This design comes from an exercise in tuning for small area, a short achievable clock period and few clock cycles per item on the open sky130 flow, not from production work.
At most, simulation tests tie the RTL to the original design; equivalence was not proved.
No functional check of the RTL was part of run 3.
Power figures rest on the tool's default switching activity, not on a simulated workload.

[design/flow/design.v]
module ALU_top(
    input soc_clk,
    input reset,
    input [31:0] ALU_dat1,
    input [31:0] ALU_dat2,
    input [5:0] Instruction_from_CU,
    output ALU_overflow,
    output ALU_con_met,
    output ALU_zero,
    output ALU_err,
    output ALU_ready,
    output [31:0] ALU_out,
    output ALU_accept
);
    reg busy;
    always @(posedge soc_clk) begin
        if (reset) busy <= 1'b0;
        else       busy <= ~busy;
    end
    assign ALU_accept = ~busy;
    assign ALU_ready  = busy;
    assign ALU_err    = 1'b0;
    wire [31:0] a = ALU_dat1;
    wire [31:0] b = ALU_dat2;
    wire [5:0]  c = Instruction_from_CU;
    wire is_beq  = (c == 6'd4);
    wire is_bne  = (c == 6'd5);
    wire is_blt  = (c == 6'd6);
    wire is_bge  = (c == 6'd7);
    wire is_bltu = (c == 6'd8);
    wire is_bgeu = (c == 6'd9);
    wire is_add  = (c == 6'd18) | (c == 6'd27);
    wire is_sub  = (c == 6'd28);
    wire is_sll  = (c == 6'd24) | (c == 6'd29);
    wire is_srl  = (c == 6'd25) | (c == 6'd33);
    wire is_sra  = (c == 6'd26) | (c == 6'd34);
    wire is_slt  = (c == 6'd19) | (c == 6'd30);
    wire is_sltu = (c == 6'd20) | (c == 6'd31);
    wire is_xor  = (c == 6'd21) | (c == 6'd32);
    wire is_or   = (c == 6'd22) | (c == 6'd35);
    wire is_and  = (c == 6'd23) | (c == 6'd36);
    wire do_sub = ~c[5] & (~c[4] | (c[3] & c[2]) | (~c[3] & ~c[2] & c[1] & c[0]) |
                           (~c[3] & c[2] & ~c[1] & ~c[0]));
    wire [31:0] bx = b ^ {32{do_sub}};
    wire [31:0] p  = a ^ bx;
    wire [31:0] g  = a & bx;
    wire [31:0] G0 = {g[31:1], g[0] | (p[0] & do_sub)};
    wire [31:0] P0 = p;
    wire [31:0] G1, P1;
    assign G1[0] = G0[0];
    assign P1[0] = P0[0];
    assign G1[1] = G0[1] | (P0[1] & G0[0]);
    assign P1[1] = P0[1] & P0[0];
    assign G1[2] = G0[2];
    assign P1[2] = P0[2];
    assign G1[3] = G0[3] | (P0[3] & G0[2]);
    assign P1[3] = P0[3] & P0[2];
    assign G1[4] = G0[4];
    assign P1[4] = P0[4];
    assign G1[5] = G0[5] | (P0[5] & G0[4]);
    assign P1[5] = P0[5] & P0[4];
    assign G1[6] = G0[6];
    assign P1[6] = P0[6];
    assign G1[7] = G0[7] | (P0[7] & G0[6]);
    assign P1[7] = P0[7] & P0[6];
    assign G1[8] = G0[8];
    assign P1[8] = P0[8];
    assign G1[9] = G0[9] | (P0[9] & G0[8]);
    assign P1[9] = P0[9] & P0[8];
    assign G1[10] = G0[10];
    assign P1[10] = P0[10];
    assign G1[11] = G0[11] | (P0[11] & G0[10]);
    assign P1[11] = P0[11] & P0[10];
    assign G1[12] = G0[12];
    assign P1[12] = P0[12];
    assign G1[13] = G0[13] | (P0[13] & G0[12]);
    assign P1[13] = P0[13] & P0[12];
    assign G1[14] = G0[14];
    assign P1[14] = P0[14];
    assign G1[15] = G0[15] | (P0[15] & G0[14]);
    assign P1[15] = P0[15] & P0[14];
    assign G1[16] = G0[16];
    assign P1[16] = P0[16];
    assign G1[17] = G0[17] | (P0[17] & G0[16]);
    assign P1[17] = P0[17] & P0[16];
    assign G1[18] = G0[18];
    assign P1[18] = P0[18];
    assign G1[19] = G0[19] | (P0[19] & G0[18]);
    assign P1[19] = P0[19] & P0[18];
    assign G1[20] = G0[20];
    assign P1[20] = P0[20];
    assign G1[21] = G0[21] | (P0[21] & G0[20]);
    assign P1[21] = P0[21] & P0[20];
    assign G1[22] = G0[22];
    assign P1[22] = P0[22];
    assign G1[23] = G0[23] | (P0[23] & G0[22]);
    assign P1[23] = P0[23] & P0[22];
    assign G1[24] = G0[24];
    assign P1[24] = P0[24];
    assign G1[25] = G0[25] | (P0[25] & G0[24]);
    assign P1[25] = P0[25] & P0[24];
    assign G1[26] = G0[26];
    assign P1[26] = P0[26];
    assign G1[27] = G0[27] | (P0[27] & G0[26]);
    assign P1[27] = P0[27] & P0[26];
    assign G1[28] = G0[28];
    assign P1[28] = P0[28];
    assign G1[29] = G0[29] | (P0[29] & G0[28]);
    assign P1[29] = P0[29] & P0[28];
    assign G1[30] = G0[30];
    assign P1[30] = P0[30];
    assign G1[31] = G0[31] | (P0[31] & G0[30]);
    assign P1[31] = P0[31] & P0[30];
    wire [31:0] G2, P2;
    assign G2[0] = G1[0];
    assign P2[0] = P1[0];
    assign G2[1] = G1[1];
    assign P2[1] = P1[1];
    assign G2[2] = G1[2];
    assign P2[2] = P1[2];
    assign G2[3] = G1[3] | (P1[3] & G1[1]);
    assign P2[3] = P1[3] & P1[1];
    assign G2[4] = G1[4];
    assign P2[4] = P1[4];
    assign G2[5] = G1[5];
    assign P2[5] = P1[5];
    assign G2[6] = G1[6];
    assign P2[6] = P1[6];
    assign G2[7] = G1[7] | (P1[7] & G1[5]);
    assign P2[7] = P1[7] & P1[5];
    assign G2[8] = G1[8];
    assign P2[8] = P1[8];
    assign G2[9] = G1[9];
    assign P2[9] = P1[9];
    assign G2[10] = G1[10];
    assign P2[10] = P1[10];
    assign G2[11] = G1[11] | (P1[11] & G1[9]);
    assign P2[11] = P1[11] & P1[9];
    assign G2[12] = G1[12];
    assign P2[12] = P1[12];
    assign G2[13] = G1[13];
    assign P2[13] = P1[13];
    assign G2[14] = G1[14];
    assign P2[14] = P1[14];
    assign G2[15] = G1[15] | (P1[15] & G1[13]);
    assign P2[15] = P1[15] & P1[13];
    assign G2[16] = G1[16];
    assign P2[16] = P1[16];
    assign G2[17] = G1[17];
    assign P2[17] = P1[17];
    assign G2[18] = G1[18];
    assign P2[18] = P1[18];
    assign G2[19] = G1[19] | (P1[19] & G1[17]);
    assign P2[19] = P1[19] & P1[17];
    assign G2[20] = G1[20];
    assign P2[20] = P1[20];
    assign G2[21] = G1[21];
    assign P2[21] = P1[21];
    assign G2[22] = G1[22];
    assign P2[22] = P1[22];
    assign G2[23] = G1[23] | (P1[23] & G1[21]);
    assign P2[23] = P1[23] & P1[21];
    assign G2[24] = G1[24];
    assign P2[24] = P1[24];
    assign G2[25] = G1[25];
    assign P2[25] = P1[25];
    assign G2[26] = G1[26];
    assign P2[26] = P1[26];
    assign G2[27] = G1[27] | (P1[27] & G1[25]);
    assign P2[27] = P1[27] & P1[25];
    assign G2[28] = G1[28];
    assign P2[28] = P1[28];
    assign G2[29] = G1[29];
    assign P2[29] = P1[29];
    assign G2[30] = G1[30];
    assign P2[30] = P1[30];
    assign G2[31] = G1[31] | (P1[31] & G1[29]);
    assign P2[31] = P1[31] & P1[29];
    wire [31:0] G3, P3;
    assign G3[0] = G2[0];
    assign P3[0] = P2[0];
    assign G3[1] = G2[1];
    assign P3[1] = P2[1];
    assign G3[2] = G2[2];
    assign P3[2] = P2[2];
    assign G3[3] = G2[3];
    assign P3[3] = P2[3];
    assign G3[4] = G2[4];
    assign P3[4] = P2[4];
    assign G3[5] = G2[5];
    assign P3[5] = P2[5];
    assign G3[6] = G2[6];
    assign P3[6] = P2[6];
    assign G3[7] = G2[7] | (P2[7] & G2[3]);
    assign P3[7] = P2[7] & P2[3];
    assign G3[8] = G2[8];
    assign P3[8] = P2[8];
    assign G3[9] = G2[9];
    assign P3[9] = P2[9];
    assign G3[10] = G2[10];
    assign P3[10] = P2[10];
    assign G3[11] = G2[11];
    assign P3[11] = P2[11];
    assign G3[12] = G2[12];
    assign P3[12] = P2[12];
    assign G3[13] = G2[13];
    assign P3[13] = P2[13];
    assign G3[14] = G2[14];
    assign P3[14] = P2[14];
    assign G3[15] = G2[15] | (P2[15] & G2[11]);
    assign P3[15] = P2[15] & P2[11];
    assign G3[16] = G2[16];
    assign P3[16] = P2[16];
    assign G3[17] = G2[17];
    assign P3[17] = P2[17];
    assign G3[18] = G2[18];
    assign P3[18] = P2[18];
    assign G3[19] = G2[19];
    assign P3[19] = P2[19];
    assign G3[20] = G2[20];
    assign P3[20] = P2[20];
    assign G3[21] = G2[21];
    assign P3[21] = P2[21];
    assign G3[22] = G2[22];
    assign P3[22] = P2[22];
    assign G3[23] = G2[23] | (P2[23] & G2[19]);
    assign P3[23] = P2[23] & P2[19];
    assign G3[24] = G2[24];
    assign P3[24] = P2[24];
    assign G3[25] = G2[25];
    assign P3[25] = P2[25];
    assign G3[26] = G2[26];
    assign P3[26] = P2[26];
    assign G3[27] = G2[27];
    assign P3[27] = P2[27];
    assign G3[28] = G2[28];
    assign P3[28] = P2[28];
    assign G3[29] = G2[29];
    assign P3[29] = P2[29];
    assign G3[30] = G2[30];
    assign P3[30] = P2[30];
    assign G3[31] = G2[31] | (P2[31] & G2[27]);
    assign P3[31] = P2[31] & P2[27];
    wire [31:0] G4, P4;
    assign G4[0] = G3[0];
    assign P4[0] = P3[0];
    assign G4[1] = G3[1];
    assign P4[1] = P3[1];
    assign G4[2] = G3[2];
    assign P4[2] = P3[2];
    assign G4[3] = G3[3];
    assign P4[3] = P3[3];
    assign G4[4] = G3[4];
    assign P4[4] = P3[4];
    assign G4[5] = G3[5];
    assign P4[5] = P3[5];
    assign G4[6] = G3[6];
    assign P4[6] = P3[6];
    assign G4[7] = G3[7];
    assign P4[7] = P3[7];
    assign G4[8] = G3[8];
    assign P4[8] = P3[8];
    assign G4[9] = G3[9];
    assign P4[9] = P3[9];
    assign G4[10] = G3[10];
    assign P4[10] = P3[10];
    assign G4[11] = G3[11];
    assign P4[11] = P3[11];
    assign G4[12] = G3[12];
    assign P4[12] = P3[12];
    assign G4[13] = G3[13];
    assign P4[13] = P3[13];
    assign G4[14] = G3[14];
    assign P4[14] = P3[14];
    assign G4[15] = G3[15] | (P3[15] & G3[7]);
    assign P4[15] = P3[15] & P3[7];
    assign G4[16] = G3[16];
    assign P4[16] = P3[16];
    assign G4[17] = G3[17];
    assign P4[17] = P3[17];
    assign G4[18] = G3[18];
    assign P4[18] = P3[18];
    assign G4[19] = G3[19];
    assign P4[19] = P3[19];
    assign G4[20] = G3[20];
    assign P4[20] = P3[20];
    assign G4[21] = G3[21];
    assign P4[21] = P3[21];
    assign G4[22] = G3[22];
    assign P4[22] = P3[22];
    assign G4[23] = G3[23];
    assign P4[23] = P3[23];
    assign G4[24] = G3[24];
    assign P4[24] = P3[24];
    assign G4[25] = G3[25];
    assign P4[25] = P3[25];
    assign G4[26] = G3[26];
    assign P4[26] = P3[26];
    assign G4[27] = G3[27];
    assign P4[27] = P3[27];
    assign G4[28] = G3[28];
    assign P4[28] = P3[28];
    assign G4[29] = G3[29];
    assign P4[29] = P3[29];
    assign G4[30] = G3[30];
    assign P4[30] = P3[30];
    assign G4[31] = G3[31] | (P3[31] & G3[23]);
    assign P4[31] = P3[31] & P3[23];
    wire [31:0] G5, P5;
    assign G5[0] = G4[0];
    assign P5[0] = P4[0];
    assign G5[1] = G4[1];
    assign P5[1] = P4[1];
    assign G5[2] = G4[2];
    assign P5[2] = P4[2];
    assign G5[3] = G4[3];
    assign P5[3] = P4[3];
    assign G5[4] = G4[4];
    assign P5[4] = P4[4];
    assign G5[5] = G4[5];
    assign P5[5] = P4[5];
    assign G5[6] = G4[6];
    assign P5[6] = P4[6];
    assign G5[7] = G4[7];
    assign P5[7] = P4[7];
    assign G5[8] = G4[8];
    assign P5[8] = P4[8];
    assign G5[9] = G4[9];
    assign P5[9] = P4[9];
    assign G5[10] = G4[10];
    assign P5[10] = P4[10];
    assign G5[11] = G4[11];
    assign P5[11] = P4[11];
    assign G5[12] = G4[12];
    assign P5[12] = P4[12];
    assign G5[13] = G4[13];
    assign P5[13] = P4[13];
    assign G5[14] = G4[14];
    assign P5[14] = P4[14];
    assign G5[15] = G4[15];
    assign P5[15] = P4[15];
    assign G5[16] = G4[16];
    assign P5[16] = P4[16];
    assign G5[17] = G4[17];
    assign P5[17] = P4[17];
    assign G5[18] = G4[18];
    assign P5[18] = P4[18];
    assign G5[19] = G4[19];
    assign P5[19] = P4[19];
    assign G5[20] = G4[20];
    assign P5[20] = P4[20];
    assign G5[21] = G4[21];
    assign P5[21] = P4[21];
    assign G5[22] = G4[22];
    assign P5[22] = P4[22];
    assign G5[23] = G4[23];
    assign P5[23] = P4[23];
    assign G5[24] = G4[24];
    assign P5[24] = P4[24];
    assign G5[25] = G4[25];
    assign P5[25] = P4[25];
    assign G5[26] = G4[26];
    assign P5[26] = P4[26];
    assign G5[27] = G4[27];
    assign P5[27] = P4[27];
    assign G5[28] = G4[28];
    assign P5[28] = P4[28];
    assign G5[29] = G4[29];
    assign P5[29] = P4[29];
    assign G5[30] = G4[30];
    assign P5[30] = P4[30];
    assign G5[31] = G4[31] | (P4[31] & G4[15]);
    assign P5[31] = P4[31] & P4[15];
    wire [31:0] G6, P6;
    assign G6[0] = G5[0];
    assign P6[0] = P5[0];
    assign G6[1] = G5[1];
    assign P6[1] = P5[1];
    assign G6[2] = G5[2];
    assign P6[2] = P5[2];
    assign G6[3] = G5[3];
    assign P6[3] = P5[3];
    assign G6[4] = G5[4];
    assign P6[4] = P5[4];
    assign G6[5] = G5[5];
    assign P6[5] = P5[5];
    assign G6[6] = G5[6];
    assign P6[6] = P5[6];
    assign G6[7] = G5[7];
    assign P6[7] = P5[7];
    assign G6[8] = G5[8];
    assign P6[8] = P5[8];
    assign G6[9] = G5[9];
    assign P6[9] = P5[9];
    assign G6[10] = G5[10];
    assign P6[10] = P5[10];
    assign G6[11] = G5[11];
    assign P6[11] = P5[11];
    assign G6[12] = G5[12];
    assign P6[12] = P5[12];
    assign G6[13] = G5[13];
    assign P6[13] = P5[13];
    assign G6[14] = G5[14];
    assign P6[14] = P5[14];
    assign G6[15] = G5[15];
    assign P6[15] = P5[15];
    assign G6[16] = G5[16];
    assign P6[16] = P5[16];
    assign G6[17] = G5[17];
    assign P6[17] = P5[17];
    assign G6[18] = G5[18];
    assign P6[18] = P5[18];
    assign G6[19] = G5[19];
    assign P6[19] = P5[19];
    assign G6[20] = G5[20];
    assign P6[20] = P5[20];
    assign G6[21] = G5[21];
    assign P6[21] = P5[21];
    assign G6[22] = G5[22];
    assign P6[22] = P5[22];
    assign G6[23] = G5[23] | (P5[23] & G5[15]);
    assign P6[23] = P5[23] & P5[15];
    assign G6[24] = G5[24];
    assign P6[24] = P5[24];
    assign G6[25] = G5[25];
    assign P6[25] = P5[25];
    assign G6[26] = G5[26];
    assign P6[26] = P5[26];
    assign G6[27] = G5[27];
    assign P6[27] = P5[27];
    assign G6[28] = G5[28];
    assign P6[28] = P5[28];
    assign G6[29] = G5[29];
    assign P6[29] = P5[29];
    assign G6[30] = G5[30];
    assign P6[30] = P5[30];
    assign G6[31] = G5[31];
    assign P6[31] = P5[31];
    wire [31:0] G7, P7;
    assign G7[0] = G6[0];
    assign P7[0] = P6[0];
    assign G7[1] = G6[1];
    assign P7[1] = P6[1];
    assign G7[2] = G6[2];
    assign P7[2] = P6[2];
    assign G7[3] = G6[3];
    assign P7[3] = P6[3];
    assign G7[4] = G6[4];
    assign P7[4] = P6[4];
    assign G7[5] = G6[5];
    assign P7[5] = P6[5];
    assign G7[6] = G6[6];
    assign P7[6] = P6[6];
    assign G7[7] = G6[7];
    assign P7[7] = P6[7];
    assign G7[8] = G6[8];
    assign P7[8] = P6[8];
    assign G7[9] = G6[9];
    assign P7[9] = P6[9];
    assign G7[10] = G6[10];
    assign P7[10] = P6[10];
    assign G7[11] = G6[11] | (P6[11] & G6[7]);
    assign P7[11] = P6[11] & P6[7];
    assign G7[12] = G6[12];
    assign P7[12] = P6[12];
    assign G7[13] = G6[13];
    assign P7[13] = P6[13];
    assign G7[14] = G6[14];
    assign P7[14] = P6[14];
    assign G7[15] = G6[15];
    assign P7[15] = P6[15];
    assign G7[16] = G6[16];
    assign P7[16] = P6[16];
    assign G7[17] = G6[17];
    assign P7[17] = P6[17];
    assign G7[18] = G6[18];
    assign P7[18] = P6[18];
    assign G7[19] = G6[19] | (P6[19] & G6[15]);
    assign P7[19] = P6[19] & P6[15];
    assign G7[20] = G6[20];
    assign P7[20] = P6[20];
    assign G7[21] = G6[21];
    assign P7[21] = P6[21];
    assign G7[22] = G6[22];
    assign P7[22] = P6[22];
    assign G7[23] = G6[23];
    assign P7[23] = P6[23];
    assign G7[24] = G6[24];
    assign P7[24] = P6[24];
    assign G7[25] = G6[25];
    assign P7[25] = P6[25];
    assign G7[26] = G6[26];
    assign P7[26] = P6[26];
    assign G7[27] = G6[27] | (P6[27] & G6[23]);
    assign P7[27] = P6[27] & P6[23];
    assign G7[28] = G6[28];
    assign P7[28] = P6[28];
    assign G7[29] = G6[29];
    assign P7[29] = P6[29];
    assign G7[30] = G6[30];
    assign P7[30] = P6[30];
    assign G7[31] = G6[31];
    assign P7[31] = P6[31];
    wire [31:0] G8, P8;
    assign G8[0] = G7[0];
    assign P8[0] = P7[0];
    assign G8[1] = G7[1];
    assign P8[1] = P7[1];
    assign G8[2] = G7[2];
    assign P8[2] = P7[2];
    assign G8[3] = G7[3];
    assign P8[3] = P7[3];
    assign G8[4] = G7[4];
    assign P8[4] = P7[4];
    assign G8[5] = G7[5] | (P7[5] & G7[3]);
    assign P8[5] = P7[5] & P7[3];
    assign G8[6] = G7[6];
    assign P8[6] = P7[6];
    assign G8[7] = G7[7];
    assign P8[7] = P7[7];
    assign G8[8] = G7[8];
    assign P8[8] = P7[8];
    assign G8[9] = G7[9] | (P7[9] & G7[7]);
    assign P8[9] = P7[9] & P7[7];
    assign G8[10] = G7[10];
    assign P8[10] = P7[10];
    assign G8[11] = G7[11];
    assign P8[11] = P7[11];
    assign G8[12] = G7[12];
    assign P8[12] = P7[12];
    assign G8[13] = G7[13] | (P7[13] & G7[11]);
    assign P8[13] = P7[13] & P7[11];
    assign G8[14] = G7[14];
    assign P8[14] = P7[14];
    assign G8[15] = G7[15];
    assign P8[15] = P7[15];
    assign G8[16] = G7[16];
    assign P8[16] = P7[16];
    assign G8[17] = G7[17] | (P7[17] & G7[15]);
    assign P8[17] = P7[17] & P7[15];
    assign G8[18] = G7[18];
    assign P8[18] = P7[18];
    assign G8[19] = G7[19];
    assign P8[19] = P7[19];
    assign G8[20] = G7[20];
    assign P8[20] = P7[20];
    assign G8[21] = G7[21] | (P7[21] & G7[19]);
    assign P8[21] = P7[21] & P7[19];
    assign G8[22] = G7[22];
    assign P8[22] = P7[22];
    assign G8[23] = G7[23];
    assign P8[23] = P7[23];
    assign G8[24] = G7[24];
    assign P8[24] = P7[24];
    assign G8[25] = G7[25] | (P7[25] & G7[23]);
    assign P8[25] = P7[25] & P7[23];
    assign G8[26] = G7[26];
    assign P8[26] = P7[26];
    assign G8[27] = G7[27];
    assign P8[27] = P7[27];
    assign G8[28] = G7[28];
    assign P8[28] = P7[28];
    assign G8[29] = G7[29] | (P7[29] & G7[27]);
    assign P8[29] = P7[29] & P7[27];
    assign G8[30] = G7[30];
    assign P8[30] = P7[30];
    assign G8[31] = G7[31];
    assign P8[31] = P7[31];
    wire [31:0] G9, P9;
    assign G9[0] = G8[0];
    assign P9[0] = P8[0];
    assign G9[1] = G8[1];
    assign P9[1] = P8[1];
    assign G9[2] = G8[2] | (P8[2] & G8[1]);
    assign P9[2] = P8[2] & P8[1];
    assign G9[3] = G8[3];
    assign P9[3] = P8[3];
    assign G9[4] = G8[4] | (P8[4] & G8[3]);
    assign P9[4] = P8[4] & P8[3];
    assign G9[5] = G8[5];
    assign P9[5] = P8[5];
    assign G9[6] = G8[6] | (P8[6] & G8[5]);
    assign P9[6] = P8[6] & P8[5];
    assign G9[7] = G8[7];
    assign P9[7] = P8[7];
    assign G9[8] = G8[8] | (P8[8] & G8[7]);
    assign P9[8] = P8[8] & P8[7];
    assign G9[9] = G8[9];
    assign P9[9] = P8[9];
    assign G9[10] = G8[10] | (P8[10] & G8[9]);
    assign P9[10] = P8[10] & P8[9];
    assign G9[11] = G8[11];
    assign P9[11] = P8[11];
    assign G9[12] = G8[12] | (P8[12] & G8[11]);
    assign P9[12] = P8[12] & P8[11];
    assign G9[13] = G8[13];
    assign P9[13] = P8[13];
    assign G9[14] = G8[14] | (P8[14] & G8[13]);
    assign P9[14] = P8[14] & P8[13];
    assign G9[15] = G8[15];
    assign P9[15] = P8[15];
    assign G9[16] = G8[16] | (P8[16] & G8[15]);
    assign P9[16] = P8[16] & P8[15];
    assign G9[17] = G8[17];
    assign P9[17] = P8[17];
    assign G9[18] = G8[18] | (P8[18] & G8[17]);
    assign P9[18] = P8[18] & P8[17];
    assign G9[19] = G8[19];
    assign P9[19] = P8[19];
    assign G9[20] = G8[20] | (P8[20] & G8[19]);
    assign P9[20] = P8[20] & P8[19];
    assign G9[21] = G8[21];
    assign P9[21] = P8[21];
    assign G9[22] = G8[22] | (P8[22] & G8[21]);
    assign P9[22] = P8[22] & P8[21];
    assign G9[23] = G8[23];
    assign P9[23] = P8[23];
    assign G9[24] = G8[24] | (P8[24] & G8[23]);
    assign P9[24] = P8[24] & P8[23];
    assign G9[25] = G8[25];
    assign P9[25] = P8[25];
    assign G9[26] = G8[26] | (P8[26] & G8[25]);
    assign P9[26] = P8[26] & P8[25];
    assign G9[27] = G8[27];
    assign P9[27] = P8[27];
    assign G9[28] = G8[28] | (P8[28] & G8[27]);
    assign P9[28] = P8[28] & P8[27];
    assign G9[29] = G8[29];
    assign P9[29] = P8[29];
    assign G9[30] = G8[30] | (P8[30] & G8[29]);
    assign P9[30] = P8[30] & P8[29];
    assign G9[31] = G8[31];
    assign P9[31] = P8[31];
    wire [31:0] cg = G9;    
    wire        pall = P9[31];    
    wire [31:0] sum = p ^ {cg[30:0], do_sub};
    wire ltu = ~cg[31];                            
    wire lts = (a[31] ^ b[31]) ? a[31] : sum[31];  
    wire eq  = pall;                               
    wire ovf = (a[31] == bx[31]) & (sum[31] != a[31]);
    wire [31:0] a_rev;
    wire [31:0] sh_r, sh_rev;
    genvar gi;
    generate
        for (gi = 0; gi < 32; gi = gi + 1) begin : REV
            assign a_rev[gi]  = a[31-gi];
            assign sh_rev[gi] = sh_r[31-gi];
        end
    endgenerate
    wire [31:0] sh_in = is_sll ? a_rev : a;
    wire        fill  = is_sra & a[31];
    wire [31:0] r0 = b[0] ? {fill, sh_in[31:1]} : sh_in;
    wire [31:0] r1 = b[1] ? {{2{fill}}, r0[31:2]} : r0;
    wire [31:0] r2 = b[2] ? {{4{fill}}, r1[31:4]} : r1;
    wire [31:0] r3 = b[3] ? {{8{fill}}, r2[31:8]} : r2;
    assign sh_r = b[4] ? {{16{fill}}, r3[31:16]} : r3;
    wire        sel_sum = is_add | is_sub;
    wire [31:0] res_o =
        ({32{is_sll}} & sh_rev) |
        ({32{is_srl | is_sra}} & sh_r) |
        ({32{is_xor | is_or}} & p) |
        ({32{is_and | is_or}} & g);
    wire [31:0] cin_v = {cg[30:0], do_sub};
    wire [31:0] res0 = res_o | ({32{sel_sum}} & p);
    wire [31:0] res1 = res_o | ({32{sel_sum}} & ~p);
    wire [31:0] res;
    generate
        for (gi = 0; gi < 32; gi = gi + 1) begin : RES
            if (gi == 0) begin : B0
                assign res[gi] = (cin_v[gi] ? res1[gi] : res0[gi]) | slt_bit;
            end else begin : BN
                assign res[gi] = cin_v[gi] ? res1[gi] : res0[gi];
            end
        end
    endgenerate
    wire sdiff = a[31] ^ b[31];
    wire lts0  = sdiff ? a[31] : p[31];     
    wire lts1  = sdiff ? a[31] : ~p[31];    
    wire slt_bit = (cg[31] ? 1'b0 : is_sltu) | (cg[30] ? (is_slt & lts1) : (is_slt & lts0));
    wire cm_u  = cg[31] ? is_bgeu : is_bltu;
    wire cm_s  = cg[30] ? ((is_blt & lts1) | (is_bge & ~lts1)) : ((is_blt & lts0) | (is_bge & ~lts0));
    wire cm    = (is_beq & eq) | (is_bne & ~eq) | cm_u | cm_s;
    reg [31:0] out_r;
    reg        ovf_r, cm_r;
    always @(posedge soc_clk) begin
        out_r <= res;
        ovf_r <= (is_add | is_sub) & ovf;
        cm_r  <= cm;
    end
    assign ALU_out      = out_r;
    assign ALU_overflow = ovf_r;
    assign ALU_con_met  = cm_r;
    assign ALU_zero     = ~|out_r;
endmodule
[design/flow/flow/run.sh]
#!/bin/bash
# Standard ORFS layout (the standard.sh), with plain buf_2 port buffers and a
# setup margin so that the repair steps size the logic for a shorter period.
set -euo pipefail
bash standard.sh "BUFFER_PORTS_ARGS=-buffer_cell sky130_fd_sc_hd__buf_2" SETUP_SLACK_MARGIN=7.0 finish > standard.log 2>&1
[design/flow/standard.sh]
#!/bin/bash
# synth_recipe.tcl (not shown) runs the flow's synth.tcl, then flattens the netlist and writes it again
# the make line also repeats each setting of config.mk as NAME=value (left out here)
make -C /OpenROAD-flow-scripts/flow DESIGN_CONFIG=/design/flow/config.mk WORK_HOME=/design/flow/orfs CLKGATE_MAP_FILE= SYNTH_SCRIPT=/design/flow/synth_recipe.tcl "${@:-finish}"
[design/flow/config.mk]
export PLATFORM = sky130hd
export DESIGN_NAME = ALU_top
export DESIGN_NICKNAME = ALU_top
export VERILOG_FILES = /design/flow/design.v
export SDC_FILE = /design/flow/constraint.sdc
export NUM_CORES = 4
export LEC_CHECK = 0
export ABC_AREA = 1
export CAP_MARGIN = 20
export CORE_MARGIN = 2
export CORE_UTILIZATION = 60
export SLEW_MARGIN = 20
[design/flow/constraint.sdc]
create_clock -name core_clock -period 14.0 [get_ports {soc_clk}]
set_input_delay 2.8000 -clock core_clock [delete_from_list [all_inputs] [get_ports {soc_clk}]]
set_output_delay 2.8000 -clock core_clock [all_outputs]
set_load 0.01 [all_outputs]
==> results of run 1 <==
==> critical path, cell delays in order <==
cell	delay, ns
buf_2	0.27
clkinv_1	0.78
xor2_1	0.41
ha_1	0.34
inv_1	0.07
nor4_1	0.44
nand2_2	0.10
nand2_2	0.09
nand2_2	0.08
nand2_4	0.11
nand2_2	0.05
nand2_2	0.12
inv_1	0.10
o21bai_1	0.23
nand2_1	0.08
nand3_1	0.08
nand2_1	0.05
nand2_1	0.06
nand3_1	0.06
==> kinds of logic (layout without fill, tap and decap cells) <==
| kind of cell | count (synthesis) | after routing | synth area share, % |
|---|---|---|---|
| and+or+nand+nor | 532 | 532 | 41.8 |
| muxes | 9 | 9 | 1.57 |
| buffers and inverters | 159 | 226 | 11.0 |
| xor gates and xnor gates | 30 | 30 | 4.57 |
| adders and majority gates | 32 | 32 | 6.97 |
| DFF | 35 | 35 | 12.2 |
| AOI/OAI and AO/OA | 214 | 214 | 21.8 |
| other | 1 | 1 | 0.0652 |
==> where the power goes <==
| group | internal, mW | switching (mW) | total [mW] | leakage [nW] |
|---|---|---|---|---|
| Sequential | 0.110 | 0.00591 | 0.116 | 0.287 |
| Clock | 0.0531 | 0.0414 | 0.0944 | 0.0581 |
| Combinational | 0.0889 | 0.173 | 0.262 | 2.78 |
| Total | 0.252 | 0.220 | 0.472 | 3.12 |
==> layer usage <==
layer  up-vias  routed length [µm]  GRT usage [%]
li1       3588                   -              -
met1      3238                8610           59.0
met2       551                8520           60.1
met3        76                3290           10.4
met4         0                1130           18.2
met5         -                   0              0
==> registers in the layout, summed over array words and instances, names as in the netlist <==
| register | cells |
|---|---|
| busy | 1 |
| ovf_r | 1 |
| out_r | 32 |
| cm_r | 1 |
==> per-stage QoR <==
stage	power, mW	utilization [%]	worst slack (ns)	hold slack [ns]	instance area [µm²]
finish	0.472	68.4	7.85	0.443	6350
detailed placement	0.368	67.2	7.66	0.437	6230
global route	0.503	68.4	7.52	0.462	6350
global placement	0.365	67.2	7.70	0.412	6230
CTS	0.460	68.4	7.95	0.447	6350
floorplan	0.296	-	8.54	0.454	5750
==> Yosys cell counts (6+ instances only) <==
| library cell | instances |
|---|---|
| o22ai_1 | 7 |
| or2_1 | 8 |
| nand2_2 | 17 |
| nand3_1 | 131 |
| a22oi_1 | 20 |
| a21oi_1 | 29 |
| xnor2_1 | 26 |
| dfxtp_1 | 35 |
| clkbuf_1 | 33 |
| ha_1 | 32 |
| nand2_1 | 259 |
| o21ai_1 | 28 |
| nor4_1 | 14 |
| inv_1 | 100 |
| nor2_1 | 56 |
| nand4_1 | 21 |
| buf_4 | 8 |
| or2_2 | 7 |
| o211ai_1 | 18 |
| a31oi_1 | 7 |
| nor3_1 | 6 |
| o21ai_0 | 83 |
| o2111ai_1 | 7 |
| mux2i_1 | 9 |
==> area by class of cell <==
| type | instances | area share [%] |
|---|---|---|
| Multi-Input combinational cell | 818 | 69.6 |
| Sequential cell | 35 | 11.0 |
| Timing Repair Buffer | 109 | 8.63 |
| Inverter | 109 | 6.45 |
| Tap cell | 129 | 2.54 |
| Clock buffer | 5 | 1.08 |
| Clock inverter | 3 | 0.690 |
==> worst min path at each step <==
stage               start   end  slack [ns]  depth (start not counted)
global route         busy  busy        0.46                          1
finish               busy  busy        0.44                          1
CTS                  busy  busy        0.45                          1
floorplan            busy  busy        0.45                          1
detailed placement   busy  busy        0.44                          1
global placement     busy  busy        0.41                          1
==> reports/qor.yml, run 1 <==
first_pass_iters: 7
wire_per_inst_um: 17.8
post-dp-hpwl_um: 17400
wl_um: 21600
drt_iter0_markers: 1120
peakVddDrop_mv: 0.0441
cts_buffers: 5
antenna_found_initial: 0
syn_nets: 1116
cp.required_ns: 14.19
maxCapViolCount: 0
cts_max_level: 2
final_cells: 1208
synthArstFlopShare_pct: 0
start_util_pct: 61.9
io_pins: 110
tightestPinTransition_ns: 0.954
endpoint_kind: "register"
worstReg2RegStart: "busy"
diodes: 0
grtUsageTotal_pct: 41.8
r2r_end: "busy"
relSlewSlack_pct: 36.3
grt-ovfl-total: 0
cts_tree: "built"
synth_edf_count: 0
placed_cells: 1200
rsz0062_at_grt: "no"
syn-cell-area_mm2: 0.00575
status: "timing/DRC/antenna clean"
port_buffers: 108
num_vias: 7453
powerDensity_mw_per_mm2: 74.4
yosys.area.top_type_share_pct: 16.9
finalSetupTns_ns: 0
p_leak_nw: 3.12
postSynthAreaPerCell_um2: 5.68
nFillCells: 986
design.core.area_mm2: 0.00928
cp-start-kind: "input port"
ys_ff_latch: 35
cts_resized: 0
final_common_cell: "nand2_1"
grt_max_degree: 80
layout.nets: 1182
ctsHoldBuffers: 0
yosysWarnings: 1
fin_crit_sh_pct: 43.9
grt_first_pass_wirelength_um: 33500
synthDistinctLibCells: 45
crit_start: "ALU_dat2[4]"
hold_viol: 0
insertion_delay_ns: 0.29
layout_common_cells: "nand2_1 (259), nand3_1 (131), buf_2 (108), inv_1 (100), o21ai_0 (83)"
synth_area_leaders: "nand2_1 (17%), dfxtp_1 (12%), nand3_1 (11%)"
setup_viol: 0
cts_setup_buffers: 0
drive_gt1_share_pct: 14.4
syn2layout_area_growth_pct: 10.4
die_h_um: 102
fin_crit_ns: 6.15
routabilityCongestion: 1.08
finalMaxSlewViolations: 0
num_rows: 35
ys_seq_area_share_pct: 12.2
synth-main-ff-cell: "dfxtp_1"
crit_fanout: 34
fmax_mhz: 163
rr_worst_depth: 1
clock_path_buffers: 2
timing.reg2reg.setup_slack_ns: 13.50
drtAntennaViolNets: 0
regArea_um2: 701
path_clk_slew_ns: 0.08
multiInputGateArea_mm2: 0.00442
drc: 0
via_per_inst: 6.17
cts-root-buf: "clkbuf_8"
worst_hold_path_type: "reg -> reg"
clock_sinks: 35
syn_inst: 1012
endpoint: "cm_r"
finalClockSkew_ns: 0
first_global_vias: 6468
die_width_um: 102
worst_ep_arrival_time_ns: 6.34
synth_top_area_cell: "nand2_1"
dieArea_mm2: 0.0104
crit_type: "in -> reg"
Testbench counts, summed over its fixed seeds: cycles 24,000, items 12,000.
==> run 2: changes to the inputs <==
==> design/flow/flow/run.sh (replaced) <==
#!/bin/bash
# Standard ORFS layout (the standard.sh), with plain buf_2 port buffers and a
# setup margin so that the repair steps size the logic for a shorter period.
set -euo pipefail
bash standard.sh "BUFFER_PORTS_ARGS=-buffer_cell sky130_fd_sc_hd__buf_2" SETUP_SLACK_MARGIN=7.5 finish > standard.log 2>&1
==> reports/qor.yml, run 2 <==
status: "timing/DRC/antenna clean"
peakVddDrop_mv: 0.0441  # unchanged
crit_fanout: 34  # unchanged
place_ws_ns: 7.66  # unchanged
yosys.cell_count.top_type: "nand2_1"
hold_viol: 0  # unchanged
diodes: 0  # unchanged
ys_seq_area_share_pct: 12.2  # unchanged
nFillCells: 986  # unchanged
worst_hold_path_type: "reg -> reg"
finalSetupTns_ns: 0  # unchanged
finalClockSkew_ns: 0  # unchanged
cts_resized: 0  # unchanged
synth_area_leaders: "nand2_1 (17%), dfxtp_1 (12%), nand3_1 (11%)"
worstPathCellList: "buf_2 -> clkinv_1 -> xor2_1 -> ha_1 -> inv_1 -> nor4_1 -> nand2_2 -> nand2_2 -> nand2_2 -> nand2_4 -> nand2_2 -> nand2_2 -> inv_1 -> o21bai_1 -> nand2_1 -> nand3_1 -> nand2_1 -> nand2_1 -> nand3_1"
cts_buffers: 5  # unchanged
layout.nets: 1182  # unchanged
clock_path_buffers: 2  # unchanged
clock_sinks: 35  # unchanged
io_pins: 110  # unchanged
grtUsageTotal_pct: 41.8  # unchanged
yosys-top-cells-count: "nand2_1 (259), nand3_1 (131), inv_1 (100)"
insertion_delay_ns: 0.29  # about the same
fin_crit_sh_pct: 43.9  # unchanged
synthDistinctLibCells: 45  # unchanged
rsz0062_at_grt: "no"
drtAntennaViolNets: 0  # unchanged
holdWs_ns: 0.443  # unchanged
dieArea_mm2: 0.0104  # unchanged
drt_iter0_markers: 1120  # unchanged
relSlewSlack_pct: 36.3  # unchanged
final_common_cell: "nand2_1"
syn_inst: 1012  # unchanged
drive_gt1_share_pct: 14.4  # unchanged
endpoint_kind: "register"
p_leak_nw: 3.12  # unchanged
die_width_um: 102  # unchanged
placed_cells: 1200  # unchanged
num_vias: 7453  # unchanged
port_buffers: 108  # unchanged
maxCapViolCount: 0  # unchanged
crit_top_cell: "nand2_2"
tightestPinTransition_ns: 0.954  # unchanged
via_per_inst: 6.17  # unchanged
path_clk_slew_ns: 0.08  # about the same
routabilityCongestion: 1.08  # unchanged
grt_max_degree: 80  # unchanged
first_pass_iters: 7  # unchanged
die_h_um: 102  # unchanged
postLayoutCoreUtil_pct: 68.4  # unchanged
grt_first_pass_wirelength_um: 33500  # unchanged
finalMaxSlewViolations: 0  # unchanged
num_rows: 35  # unchanged
slowest_stage: "clkinv_1"
syn2layout_area_growth_pct: 10.4  # unchanged
post-dp-hpwl_um: 17400  # unchanged
powerDensity_mw_per_mm2: 74.4  # unchanged
setup_viol: 0  # unchanged
worst_slack_ns: 7.85  # unchanged
yosysWarnings: 1  # unchanged
final_cells: 1208  # unchanged
ys_ff_latch: 35  # unchanged
cts_tree: "built"
wire_per_inst_um: 17.8  # unchanged
wl_um: 21600  # unchanged
fmax_mhz: 163  # unchanged
postSynthAreaPerCell_um2: 5.68  # unchanged
regMostFlops: "out_r"
synthArstFlopShare_pct: 0  # unchanged
first_global_vias: 6468  # unchanged
ctsHoldBuffers: 0  # unchanged
crit_type: "in -> reg"
cts-root-buf: "clkbuf_8"
synth_top_area_cell: "nand2_1"
largest_reg_flops: 32  # unchanged
layout_common_cells: "nand2_1 (259), nand3_1 (131), buf_2 (108), inv_1 (100), o21ai_0 (83)"
cts_max_level: 2  # unchanged
syn_nets: 1116  # unchanged
synth-main-ff-cell: "dfxtp_1"
syn-cell-area_mm2: 0.00575  # unchanged
cts_setup_buffers: 0  # unchanged
drc: 0  # unchanged
fin_crit_ns: 6.15  # unchanged
worst_ep_arrival_time_ns: 6.34  # about the same
cp-start-kind: "input port"
start_util_pct: 61.9  # unchanged
synth_edf_count: 0  # unchanged
grt-ovfl-total: 0  # unchanged
yosys.area.top_type_share_pct: 16.9  # unchanged
design.core.area_mm2: 0.00928  # unchanged
antenna_found_initial: 0  # unchanged
critical_path.max_stage_delay_ns: 0.78  # about the same
cp.required_ns: 14.19  # about the same
run 2: cells by family after synthesis:
family          synth area share (%)
simple gates                    41.8
compound gates                  21.8
buf+inv                         11.0
flops                           12.2
fa+ha+maj                       6.97
xor+xnor                        4.57
mux                             1.57
other cells                   0.0652
run 2: report_power, final:
group / total, mW / switching (mW) / internal, mW
combinational: 0.262 / 0.173 / 0.0889
sequential: 0.116 / 0.00591 / 0.110
clock: 0.0944 / 0.0414 / 0.0531
total: 0.472 / 0.220 / 0.252
run 2: metrics by stage:
stage | area (µm²) | total power, mW
final | 6350 | 0.472
after global routing | 6350 | 0.503
after CTS | 6350 | 0.460
after detailed placement | 6230 | 0.368
after global placement | 6230 | 0.365
after floorplan | 5750 | 0.296
run 2: area by class of cell:
type / count / area, µm² / share of cell area, %
multi-input cells: 818 / 4420 / 69.6
flip-flops and latches: 35 / 701 / 11.0
repair buffers: 109 / 548 / 8.63
inverters: 109 / 409 / 6.45
well taps: 129 / 161 / 2.54
clock buffers: 5 / 68.8 / 1.08
clock inverters: 3 / 43.8 / 0.690
run 2: path summary, 6_finish.rpt:
check	endpoint	slack, ns	cells after the start	startpoint
setup / recovery	cm_r	7.85	19	ALU_dat2[4]
hold / removal	busy	0.44	1	busy
setup reg to reg	busy	13.50	1	busy
hold reg to reg	busy	0.44	1	busy
run 2: layer usage:
metal	global-route usage (%)	routed length (µm)	up-vias
met4	18.2	1130	0
met3	10.4	3290	76
met2	60.1	8520	551
met5	0	0	-
met1	59.0	8610	3238
li1	-	-	3588
run 2: critical path, delay by kind of cell:
kind	cells	cell delay, ns
buf+inv	4	1.22
fa+ha+maj	1	0.34
xor+xnor	1	0.41
compound gates	1	0.23
simple gates	12	1.32
==> run 3: changes to the inputs <==
--- a/design/flow/design.v
+++ b/design/flow/design.v
@@ -40,6 +40,5 @@
     wire is_or   = (c == 6'd22) | (c == 6'd35);
     wire is_and  = (c == 6'd23) | (c == 6'd36);
-    wire do_sub = ~c[5] & (~c[4] | (c[3] & c[2]) | (~c[3] & ~c[2] & c[1] & c[0]) |
-                           (~c[3] & c[2] & ~c[1] & ~c[0]));
+    wire do_sub = ~(c[4] & c[1] & ~c[2] & ~(c[0] ^ c[3]));
     wire [31:0] bx = b ^ {32{do_sub}};
     wire [31:0] p  = a ^ bx;
@@ -659,6 +658,6 @@
         ({32{is_sll}} & sh_rev) |
         ({32{is_srl | is_sra}} & sh_r) |
-        ({32{is_xor | is_or}} & p) |
-        ({32{is_and | is_or}} & g);
+        ({32{is_xor | is_or}} & ~p) |
+        ({32{is_and | is_or}} & a & ~g);
     wire [31:0] cin_v = {cg[30:0], do_sub};
     wire [31:0] res0 = res_o | ({32{sel_sum}} & p);
==> design/flow/flow/run.sh (replaced) <==
#!/bin/bash
# Standard ORFS layout (the standard.sh), with plain buf_2 port buffers and a
# setup margin so that the repair steps size the logic for a shorter period.
set -euo pipefail
bash standard.sh "BUFFER_PORTS_ARGS=-buffer_cell sky130_fd_sc_hd__buf_2" SETUP_SLACK_MARGIN=8.0 finish > standard.log 2>&1
==> reports/qor.yml, run 3 <==
status: "timing/DRC/antenna clean"
design.core.area_mm2: 0.00986  # +6.3%
p_comb_share_pct: 54.3  # -1.2 points
p_switching_mw: 0.205  # -6.9%
yosys.cell_count.top_type: "nand2_1"
largest_reg_flops: 32  # unchanged
regMostFlops: "out_r"
worst_ep_arrival_time_ns: 6.06  # -0.28 ns
start_util_pct: 62.4  # +0.53 points
holdWs_ns: 0.460  # +0.0171 ns
drive_gt1_share_pct: 17.5  # +3.1 points
yosys.area_share.simple_pct: 42.6  # +0.78 points
post-dp-hpwl_um: 17100  # -1.3%
worst_hold_path_type: "reg -> reg"
num_rows: 36  # +2.9%
place_ws_ns: 7.77  # +0.105 ns
worst_slack_ns: 8.19  # +0.337 ns
finalMaxSlewViolations: 0  # unchanged
layout.nets: 1225  # +3.6%
drtAntennaViolNets: 0  # unchanged
fin_crit_ns: 5.81  # -0.337 ns
first_pass_iters: 6  # -1
synthArstFlopShare_pct: 0  # unchanged
cts_buffers: 5  # unchanged
drc: 0  # unchanged
layout_common_cells: "nand2_1 (256), nand3_1 (154), buf_2 (108), inv_1 (103), nor2_1 (51)"
drt_iter0_markers: 729  # -35%
synth_xor_area_share_pct: 4.27  # -0.31 points
cts_tree: "built"
postLayoutCoreUtil_pct: 68.3  # about the same
muxShareOfSynthArea_pct: 0.548  # -1.0 points
synth_area_leaders: "nand2_1 (16%), nand3_1 (13%), dfxtp_1 (11%)"
syn_inst: 1059  # +4.6%
p_clk_share_pct: 19.7  # -0.3 points
die_width_um: 105  # +3.4%
yosys-top-cells-count: "nand2_1 (257), nand3_1 (154), inv_1 (103)"
insertion_delay_ns: 0.30  # about the same
power_frac_seq_pct: 26.0  # +1.5 points
tightestPinTransition_ns: 0.969  # +0.0151 ns
cp-start-kind: "input port"
synth_compound_area_share_pct: 22.9  # +1.0 points
via_per_inst: 6.14  # -0.52%
fmax_mhz: 172  # +5.8%
syn_nets: 1163  # +4.2%
diodes: 0  # unchanged
grt_max_degree: 90  # +13%
internal_power_mw: 0.233  # -7.4%
syn2layout_area_growth_pct: 9.45
rsz0062_at_grt: "yes"
ys_ff_latch: 35  # unchanged
port_buffers: 108  # unchanged
maxCapViolCount: 0  # unchanged
setup_viol: 0  # unchanged
dieArea_mm2: 0.0111  # +6.9%
io_pins: 110  # unchanged
relSlewSlack_pct: 35.1  # -1.2 points
grt_first_pass_wirelength_um: 34800  # +4.0%
synthDistinctLibCells: 51  # +13%
power.total_mw: 0.438  # -7.2%
finalSetupTns_ns: 0  # unchanged
cts_setup_buffers: 0  # unchanged
cts-root-buf: "clkbuf_8"
yosysWarnings: 1  # unchanged
hold_viol: 0  # unchanged
cts_max_level: 2  # unchanged
swShare_pct: 46.8  # +0.14 points
num_vias: 7703  # +3.4%
synth_edf_count: 0  # unchanged
yosys.area.top_type_share_pct: 15.7  # -1.3 points
wire_per_inst_um: 17.5  # -2.1%
first_global_vias: 7095  # +9.7%
final_common_cell: "nand2_1"
ctsHoldBuffers: 0  # unchanged
p_leak_nw: 3.32  # +6.2%
powerDensity_mw_per_mm2: 65.0  # -13%
path_clk_slew_ns: 0.07  # about the same
grtUsageTotal_pct: 39.1  # -2.7 points
antenna_found_initial: 0  # unchanged
synth_fa_ha_area_share_pct: 6.50  # -0.47 points
finalClockSkew_ns: 0  # unchanged
cp.required_ns: 14.24  # +0.05 ns
grt-ovfl-total: 0  # unchanged
syn-cell-area_mm2: 0.00616  # +7.2%
fin_crit_sh_pct: 41.5  # -2.4 points
peakVddDrop_mv: 0.0482  # +9.2%
routabilityCongestion: 1.02  # -5.5%
clock_path_buffers: 2  # unchanged
endpoint_kind: "register"
crit_type: "in -> reg"
clock_sinks: 35  # unchanged
die_h_um: 105  # +3.4%
cts_resized: 0  # unchanged
postSynthAreaPerCell_um2: 5.82  # +2.4%
crit_fanout: 35  # +2.9%
synth_top_area_cell: "nand2_1"
ys_seq_area_share_pct: 11.4  # -0.81 points
synth_top_family_by_area: "simple AND/OR/NAND/NOR gates"
synth-main-ff-cell: "dfxtp_1"
wl_um: 21900  # +1.7%
-- run 3: cell count changes after synthesis, moves of 7 or more --
cell,delta
a22oi_1,-20
buf_2,+9
o21ai_2,+24
xnor2_1,-26
a21oi_1,+11
o211ai_1,+12
o21ai_0,-42
a32oi_1,+11
nor3_1,+19
nand3_1,+23
mux2i_1,-7
o21ai_1,+9
xor2_1,+26
-- run 3: cell families after synthesis --
family,Yosys count
buffers and inverters,175
AOI/OAI and AO/OA,217
xor gates and xnor gates,30
and+or+nand+nor,566
DFF,35
muxes,3
other,1
adders and majority gates,32
-- run 3: through the flow --
| stage | cells | area (µm²) |
|---|---|---|
| floorplan | 1059 | 6160 |
| global placement | 1247 | 6620 |
| detailed placement | 1247 | 6620 |
| CTS | 1255 | 6720 |
| global route | 1255 | 6740 |
| finish | 1255 | 6740 |
-- run 3: per-layer routing --
metal / vias up / share of wire [%] / global-route usage (%)
li1: 3766 / - / -
met4: 0 / 7.3 / 24.7
met5: - / 0 / 0
met1: 3379 / 39 / 47.8
met3: 99 / 9.3 / 6.49
met2: 459 / 44 / 63.4
-- run 3: final timing paths --
check,startpoint,endpoint,slack [ns],cells past startpoint
hold reg to reg,busy,busy,0.46,1
setup reg to reg,busy,busy,13.48,1
hold / removal,busy,busy,0.46,1
setup / recovery,Instruction_from_CU[0],out_r[0],8.19,23
-- run 3: final cells by class --
class	count	area, µm²
Sequential cell	35	701
Fill cell	1024	3120
Tap cell	133	166
Inverter	117	439
Clock buffer	7	96.3
Timing Repair Buffer	113	582
Multi-Input combinational cell	849	4750
Clock inverter	1	7.51
-- run 3: power by group through the flow --
stage / clock [mW] / combinational, mW / sequential, mW
after global placement: 0 / 0.228 / 0.116
final: 0.0861 / 0.238 / 0.114
after floorplan: 0 / 0.159 / 0.120
after global routing: 0.0898 / 0.261 / 0.115
after detailed placement: 0 / 0.230 / 0.116
after CTS: 0.0851 / 0.232 / 0.114
-- run 3: worst max-delay path, stage by stage --
cell,delay [ns]
buf_2,0.15
inv_2,0.06
nand2_1,0.07
nand2_2,0.07
nand2_2,0.06
buf_6,0.37
xor2_1,0.23
ha_1,0.29
nand2_1,0.07
inv_1,0.06
o21ai_0,0.18
nand2_1,0.09
a21oi_1,0.29
nand2_2,0.12
nand2_2,0.10
nand2_4,0.07
nand2_4,0.07
nand2_4,0.07
a21oi_1,0.32
inv_1,0.10
nor3_1,0.20
nor2_1,0.09
nand2_1,0.07
==> run 4: changes to the inputs <==
--- a/design/flow/design.v
+++ b/design/flow/design.v
@@ -40,5 +40,6 @@
     wire is_or   = (c == 6'd22) | (c == 6'd35);
     wire is_and  = (c == 6'd23) | (c == 6'd36);
-    wire do_sub = ~(c[4] & c[1] & ~c[2] & ~(c[0] ^ c[3]));
+    wire do_sub = ~c[5] & (~c[4] | (c[3] & c[2]) | (~c[3] & ~c[2] & c[1] & c[0]) |
+                           (~c[3] & c[2] & ~c[1] & ~c[0]));
     wire [31:0] bx = b ^ {32{do_sub}};
     wire [31:0] p  = a ^ bx;
@@ -658,6 +659,6 @@
         ({32{is_sll}} & sh_rev) |
         ({32{is_srl | is_sra}} & sh_r) |
-        ({32{is_xor | is_or}} & ~p) |
-        ({32{is_and | is_or}} & a & ~g);
+        ({32{is_xor | is_or}} & p) |
+        ({32{is_and | is_or}} & g);
     wire [31:0] cin_v = {cg[30:0], do_sub};
     wire [31:0] res0 = res_o | ({32{sel_sum}} & p);
==> design/flow/flow/run.sh (replaced) <==
#!/bin/bash
# Standard ORFS layout (the standard.sh), with plain buf_2 port buffers, a
# setup margin so that the repair steps size the logic for a shorter period,
# and clock tree synthesis without dummy balancing loads.
set -euo pipefail
bash standard.sh "BUFFER_PORTS_ARGS=-buffer_cell sky130_fd_sc_hd__buf_2" SETUP_SLACK_MARGIN=8.0 \
  "CTS_ARGS=-sink_clustering_enable -repair_clock_nets -dont_use_dummy_load" finish > standard.log 2>&1
==> reports/qor.yml, run 4 <==
status: "timing/DRC/antenna clean"
grt_first_pass_wirelength_um: 33500  # -3.9%
synthDistinctLibCells: 45  # -12%
muxShareOfSynthArea_pct: 1.57  # +1.0 points
tightestPinTransition_ns: 0.937  # -0.0326 ns
yosys.area.top_type_share_pct: 16.9  # +1.3 points
post-dp-hpwl_um: 17400  # +1.3%
syn2layout_area_growth_pct: 10.6
finalSetupTns_ns: 0  # unchanged
first_pass_iters: 9  # +3
wire_per_inst_um: 18.1  # +3.8%
start_util_pct: 61.9  # -0.53 points
cts_buffers: 5  # unchanged
drc: 0  # unchanged
synth_top_family_by_area: "simple AND/OR/NAND/NOR gates"
synth_xor_area_share_pct: 4.57  # +0.31 points
setup_viol: 0  # unchanged
dieArea_mm2: 0.0104  # -6.4%
wl_um: 21900  # -0.11%
relSlewSlack_pct: 37.5  # +2.3 points
busiest_layer: "met2"
fin_crit_sh_pct: 40.9  # -0.64 points
ys_ff_latch: 35  # unchanged
yosys.area_share.simple_pct: 41.8  # -0.78 points
worst_ep_arrival_time_ns: 5.89  # -0.17 ns
grt-ovfl-total: 0  # unchanged
via_per_inst: 6.24  # +1.7%
final_common_cell: "nand2_1"
clock_path_buffers: 2  # unchanged
io_pins: 110  # unchanged
holdWs_ns: 0.443  # -0.0171 ns
p_comb_share_pct: 59.0  # +4.7 points
design.core.area_mm2: 0.00928  # -5.9%
cts-root-buf: "clkbuf_8"
endpoint: "out_r[11]"
yosys-top-cells-count: "nand2_1 (259), nand3_1 (131), inv_1 (100)"
powerDensity_mw_per_mm2: 70.5  # +8.6%
ys_seq_area_share_pct: 12.2  # +0.81 points
port_buffers: 108  # unchanged
grt_max_degree: 80  # -11%
synth_fa_ha_area_share_pct: 6.97  # +0.47 points
synth-main-ff-cell: "dfxtp_1"
clock_sinks: 35  # unchanged
synth_area_leaders: "nand2_1 (17%), dfxtp_1 (12%), nand3_1 (11%)"
die_h_um: 102  # -3.3%
p_switching_mw: 0.217  # +5.9%
insertion_delay_ns: 0.29  # about the same
synth_edf_count: 0  # unchanged
finalMaxSlewViolations: 0  # unchanged
first_global_vias: 6439  # -9.2%
postSynthAreaPerCell_um2: 5.68  # -2.3%
grtUsageTotal_pct: 41.9  # +2.8 points
power_frac_seq_pct: 25.8  # -0.2 points
path_clk_slew_ns: 0.07  # about the same
worstReg2RegStart: "busy"
p_leak_nw: 3.10  # -6.6%
final_cells: 1208  # -3.7%
syn_nets: 1116  # -4.0%
yosys.cell_count.top_type: "nand2_1"
placed_cells: 1200  # -3.8%
internal_power_mw: 0.231  # -0.60%
drt_iter0_markers: 1144  # +57%
routabilityCongestion: 1.08  # +5.8%
globalRouteMet2Util_pct: 60.7  # -2.6 points
cts_tree: "built"
fmax_mhz: 175  # +1.6%
r2r_end: "busy"
worst_hold_path_type: "reg -> reg"
layout_common_cells: "nand2_1 (259), nand3_1 (131), buf_2 (108), inv_1 (99), o21ai_0 (83)"
diodes: 0  # unchanged
swShare_pct: 48.4  # +1.6 points
power.total_mw: 0.449  # +2.4%
use_met1_pct: 59.5  # +12 points
synth_compound_area_share_pct: 21.8  # -1.0 points
layout.nets: 1185  # -3.3%
num_rows: 35  # -2.8%
largest_reg_flops: 32  # unchanged
endpoint_kind: "register"
syn_inst: 1012  # -4.4%
crit_type: "in -> reg"
num_vias: 7538  # -2.1%
rsz0062_at_grt: "no"
cp.required_ns: 14.16  # -0.08 ns
cp-start-kind: "input port"
cts_max_level: 2  # unchanged
regMostFlops: "out_r"
peakVddDrop_mv: 0.0389  # -19%
min_path_cells: 1  # unchanged
drive_gt1_share_pct: 14.9  # -2.5 points
yosysWarnings: 1  # unchanged
antenna_found_initial: 0  # unchanged
crit_start: "Instruction_from_CU[2]"
die_width_um: 102  # -3.3%
p_clk_share_pct: 15.2  # -4.5 points
maxCapViolCount: 0  # unchanged
crit_fanout: 34  # -2.9%
grt_use_met3_pct: 9.71  # +3.2 points
timing.reg2reg.setup_slack_ns: 13.50  # +0.02 ns
drtAntennaViolNets: 0  # unchanged
finalClockSkew_ns: 0  # unchanged
fin_crit_ns: 5.72  # -0.0892 ns
syn-cell-area_mm2: 0.00575  # -6.7%
rr_worst_depth: 1  # unchanged
synthArstFlopShare_pct: 0  # unchanged
hold_viol: 0  # unchanged
synth_top_area_cell: "nand2_1"
[run 4: cell types whose count changed in the layout (fill, tap and decap cells not counted), moves of 7 or more]
cell and change:
o21ai_2 -24, o211ai_1 -12, nand3_1 -23, a22oi_1 +20, o21ai_0 +42, nor3_1 -19, xnor2_1 +26, xor2_1 -26
mux2i_1 +7, o21ai_1 -9, a32oi_1 -11, a21oi_1 -11
[run 4: kinds of logic after synthesis]
logic type	count (synthesis)
AND/OR/NAND/NOR	532
AO/OA/AOI/OAI	214
buffers and inverters	159
flip-flops	35
adder cells (fa/ha/maj)	32
XOR/XNOR	30
multiplexers	9
other	1
[run 4: per-layer routing]
metal  share of wire [%]  vias to the layer above
li1                    -                     3578
met1                  40                     3247
met2                  39                      629
met3                  16                       84
met4                 5.1                        0
met5                   0                        -
[run 4: cell type report]
| cell class | count | area, µm² |
|---|---|---|
| Timing Repair inverter | 3 | 15.0 |
| Multi-Input combinational cell | 818 | 4440 |
| Tap cell | 129 | 161 |
| Timing Repair Buffer | 109 | 556 |
| Clock buffer | 5 | 68.8 |
| Sequential cell | 35 | 701 |
| Inverter | 109 | 422 |
| Fill cell | 985 | 2930 |
[run 4: worst min-delay path by stage]
stage / end / from
4_1_cts: busy / busy
5_1_grt: busy / busy
6_report: busy / busy
2_1_floorplan: busy / busy
3_5_place_dp: busy / busy
3_3_place_gp: busy / busy
[run 4: power groups by stage]
stage	Sequential, mW	Clock (mW)	Combinational (mW)
2_1_floorplan	0.121	0	0.174
3_3_place_gp	0.117	0	0.248
3_5_place_dp	0.118	0	0.251
4_1_cts	0.115	0.0662	0.252
5_1_grt	0.116	0.0711	0.291
6_report	0.116	0.0683	0.265
[run 4: through the flow]
step	cell area [µm²]	utilization, %	setup slack (ns)
detailed placement	6230	67.2	7.66
finish	6360	68.5	8.28
CTS	6300	67.9	8.04
global placement	6230	67.2	7.70
floorplan	5750	-	8.54
global route	6360	68.5	7.99
[run 4: what timing repair did]
action,in CTS,in global routing
gates resized for setup,1,9
pin swaps,0,1
hold buffers,0,0
endpoints found under the setup margin,6,29
gates cloned,0,3
setup buffers,0,0
[run 4: worst max-delay path, stage by stage]
cell	delay, ns
buf_2	0.13
nor2_1	0.21
nand2_2	0.11
nand3_2	0.14
nand2_8	0.22
xnor2_1	0.32
ha_1	0.31
nand2_1	0.08
inv_1	0.05
o21ai_0	0.15
nand2_1	0.07
a21oi_1	0.16
nand2_2	0.09
nand2_1	0.12
nor2_2	0.05
nor2_1	0.11
nor2_1	0.07
nor2_1	0.08
inv_1	0.05
o21ai_0	0.44
nand2_1	0.09
Testbench counts of run 4, summed over its fixed seeds: cycles 24,000, items 12,000.
==> run 5: changes to the inputs <==
==> design/flow/flow/run.sh (replaced) <==
#!/bin/bash
# Standard ORFS layout (the standard.sh), with plain buf_2 port buffers, a
# setup margin so that the repair steps size the logic for a shorter period,
# and clock tree synthesis without dummy balancing loads.
set -euo pipefail
bash standard.sh "BUFFER_PORTS_ARGS=-buffer_cell sky130_fd_sc_hd__buf_2" SETUP_SLACK_MARGIN=7.9 \
  "CTS_ARGS=-sink_clustering_enable -repair_clock_nets -dont_use_dummy_load" finish > standard.log 2>&1
==> reports/qor.yml, run 5 <==
status: "timing/DRC/antenna clean"
finalClockSkew_ns: 0  # unchanged
final_common_cell: "nand2_1"
ys_ff_latch: 35  # unchanged
worstHoldEndpoint: "busy"
holdWs_ns: 0.443  # -0.0000860 ns
final_cells: 1206  # -0.17%
synthArstFlopShare_pct: 0  # unchanged
layout_common_cells: "nand2_1 (259), nand3_1 (131), buf_2 (108), inv_1 (100), o21ai_0 (83)"
postSynthAreaPerCell_um2: 5.68  # unchanged
cp-start-kind: "input port"
min_path_cells: 1  # unchanged
endpoint_kind: "register"
regMostFlops: "out_r"
rr_worst_depth: 1  # unchanged
routabilityCongestion: 1.08  # unchanged
power.total_mw: 0.446  # -0.52%
die_width_um: 102  # unchanged
hold_viol: 0  # unchanged
port_buffers: 108  # unchanged
placed_cells: 1200  # unchanged
multiInputGateArea_mm2: 0.00443  # -0.14%
io_pins: 110  # unchanged
drive_gt1_share_pct: 14.6  # -0.34 points
synth-main-ff-cell: "dfxtp_1"
design.core.area_mm2: 0.00928  # unchanged
relSlewSlack_pct: 36.4  # -1.1 points
grt_max_degree: 80  # unchanged
synthDistinctLibCells: 45  # unchanged
yosysWarnings: 1  # unchanged
timing.reg2reg.setup_slack_ns: 13.50  # about the same
drc: 0  # unchanged
rsz0062_at_grt: "yes"
cts_tree: "built"
num_vias: 7433  # -1.4%
drtAntennaViolNets: 0  # unchanged
syn_nets: 1116  # unchanged
cts_max_level: 2  # unchanged
critical_path.max_stage_delay_ns: 0.60  # +0.16 ns
first_pass_iters: 7  # -2
synth_top_area_cell: "nand2_1"
tightestPinTransition_ns: 0.953  # +0.0168 ns
yosys-top-cells-count: "nand2_1 (259), nand3_1 (131), inv_1 (100)"
insertion_delay_ns: 0.29  # about the same
finalMaxSlewViolations: 0  # unchanged
clock_sinks: 35  # unchanged
worst_ep_arrival_time_ns: 5.95  # +0.06 ns
worstPathCellList: "buf_2 -> clkinvlp_4 -> xor2_1 -> ha_1 -> nand2_1 -> inv_1 -> nand2_2 -> nand2_2 -> nand2_2 -> nand2_2 -> nand2_1 -> nor2_2 -> nor2_1 -> nor2_1 -> nor2_1 -> inv_1 -> o21ai_0 -> nand2_1"
antenna_found_initial: 0  # unchanged
regArea_um2: 701  # unchanged
finalSetupTns_ns: 0  # unchanged
setup_viol: 0  # unchanged
crit_fanout: 35  # +2.9%
syn_inst: 1012  # unchanged
wire_per_inst_um: 17.9  # -1.1%
via_per_inst: 6.16  # -1.2%
crit_top_cell: "nand2_2"
path_clk_slew_ns: 0.07  # about the same
powerDensity_mw_per_mm2: 70.4  # -0.18%
worstReg2RegStart: "busy"
synth_edf_count: 0  # unchanged
die_h_um: 102  # unchanged
wl_um: 21600  # -1.2%
p_leak_nw: 3.10  # about the same
syn2layout_area_growth_pct: 10.3
maxCapViolCount: 0  # unchanged
num_rows: 35  # unchanged
cp.required_ns: 14.16  # about the same
worst_hold_path_type: "reg -> reg"
grt-ovfl-total: 0  # unchanged
ys_seq_area_share_pct: 12.2  # unchanged
cts_buffers: 5  # unchanged
crit_type: "in -> reg"
syn-cell-area_mm2: 0.00575  # unchanged
grt_first_pass_wirelength_um: 33500  # unchanged
cts-root-buf: "clkbuf_8"
fmax_mhz: 173  # -1.2%
peakVddDrop_mv: 0.0382  # -1.7%
post-dp-hpwl_um: 17400  # unchanged
start_util_pct: 61.9  # unchanged
layout.nets: 1183  # -0.17%
grtUsageTotal_pct: 41.9  # unchanged
fin_crit_ns: 5.79  # +0.0670 ns
yosys.area.top_type_share_pct: 16.9  # unchanged
largest_reg_flops: 32  # unchanged
r2r_end: "busy"
synth_area_leaders: "nand2_1 (17%), dfxtp_1 (12%), nand3_1 (11%)"
fin_crit_sh_pct: 41.4  # +0.48 points
drt_iter0_markers: 1127  # -1.5%
critPathBufInv: 4  # +1
slowest_stage: "clkinvlp_4"
path_delay_family: "buffers and inverters"
first_global_vias: 6439  # unchanged
yosys.cell_count.top_type: "nand2_1"
dieArea_mm2: 0.0104  # unchanged
nFillCells: 984  # -0.10%
diodes: 0  # unchanged
hold_start: "busy"
clock_path_buffers: 2  # unchanged
## run 5: cell counts after synthesis
No cell type changed its count.
## run 5: per-stage QoR
stage | util, % | setup WS [ns] | instance area, µm²
floorplan | - | 8.54 | 5750
global placement | 67.2 | 7.70 | 6230
detailed placement | 67.2 | 7.66 | 6230
CTS | 67.9 | 7.93 | 6300
global route | 68.3 | 7.89 | 6340
finish | 68.3 | 8.21 | 6340
## run 5: worst max path at each step
stage	startpoint	endpoint	slack, ns	cells after the start
floorplan	Instruction_from_CU[2]	out_r[0]	8.54	25
finish	ALU_dat2[2]	out_r[11]	8.21	18
global placement	ALU_dat2[4]	cm_r	7.70	19
CTS	ALU_dat2[4]	out_r[14]	7.93	19
detailed placement	ALU_dat2[4]	out_r[14]	7.66	19
global route	ALU_dat2[2]	out_r[14]	7.89	21
## run 5: logic make-up (layout without fill, tap and decap cells)
logic type,Yosys count,after routing,share of synthesized area (%)
AO/OA/AOI/OAI,214,214,21.8
XOR/XNOR,30,30,4.57
adder cells (fa/ha/maj),32,32,6.97
buffers and inverters,159,224,11.0
flip-flops,35,35,12.2
multiplexers,9,9,1.57
other,1,1,0.0652
AND/OR/NAND/NOR,532,532,41.8
## run 5: report_power, final
group	switching, mW	internal (mW)	leakage (nW)
Clock	0.0354	0.0321	0.0359
Combinational	0.174	0.0895	2.78
Sequential	0.00595	0.110	0.287
## run 5: metal layers
| layer | vias up | share of wire (%) | track usage [%] |
|---|---|---|---|
| li1 | 3579 | - | - |
| met1 | 3227 | 41 | 59.5 |
| met2 | 554 | 40 | 60.7 |
| met3 | 73 | 15 | 9.71 |
| met4 | 0 | 5.1 | 17.1 |
| met5 | - | 0 | 0 |
## run 5: final cells by class
type,instances,area share [%]
clock buffer,5,1.09
inverter,109,6.63
multi-input combinational,818,69.9
sequential,35,11.1
tap,129,2.55
timing repair buffer,109,8.71
timing repair inverter,1,0.0790
## run 5: timing repair
action / 4_1_cts / 5_1_grt
endpoints found under the hold margin: 0 / 0
hold buffers: 0 / 0
buffers inserted: 0 / 0
resized for setup: 0 / 6
setup endpoints to repair: 0 / 25

-- port drivers added, routing unchanged --
In the flow no input, the clock included, has a driving cell. The finished layouts below were timed again as built, in two steps.
Step 1 assumes that a clkbuf_16 drives the clock port and a buf_2 every other input.
Step 2 moves the port delays by t, midway between the first and last clock arrival at a register: inputs arrive t later, outputs are due t later. That takes back most of the time a late clock gives input paths.
Three values: ideal, step 1, step 2; two values: the first two.
| run | t (ns) | setup WS [ns] | hold WS [ns] | latest minus earliest clock arrival (ns) |
|---|---|---|---|---|
| run 1 | 0.320 | 7.850 / 7.856 / 7.536 | 0.443 / 0.443 / 0.443 | 0.017 / 0.016 |
| run 2 | 0.320 | 7.850 / 7.856 / 7.536 | 0.443 / 0.443 / 0.443 | 0.017 / 0.016 |
| run 3 | 0.328 | 8.187 / 8.196 / 7.868 | 0.460 / 0.460 / 0.460 | 0.006 / 0.007 |
| run 4 | 0.316 | 8.276 / 8.286 / 7.970 | 0.443 / 0.443 / 0.443 | 0.014 / 0.014 |
| run 5 | 0.316 | 8.209 / 8.217 / 7.901 | 0.443 / 0.443 / 0.443 | 0.013 / 0.013 |
After both steps every run listed still meets setup and hold. The setup slack of run 3, which loses most, moves by +0.009 ns with the drivers and by -0.319 ns with both steps.
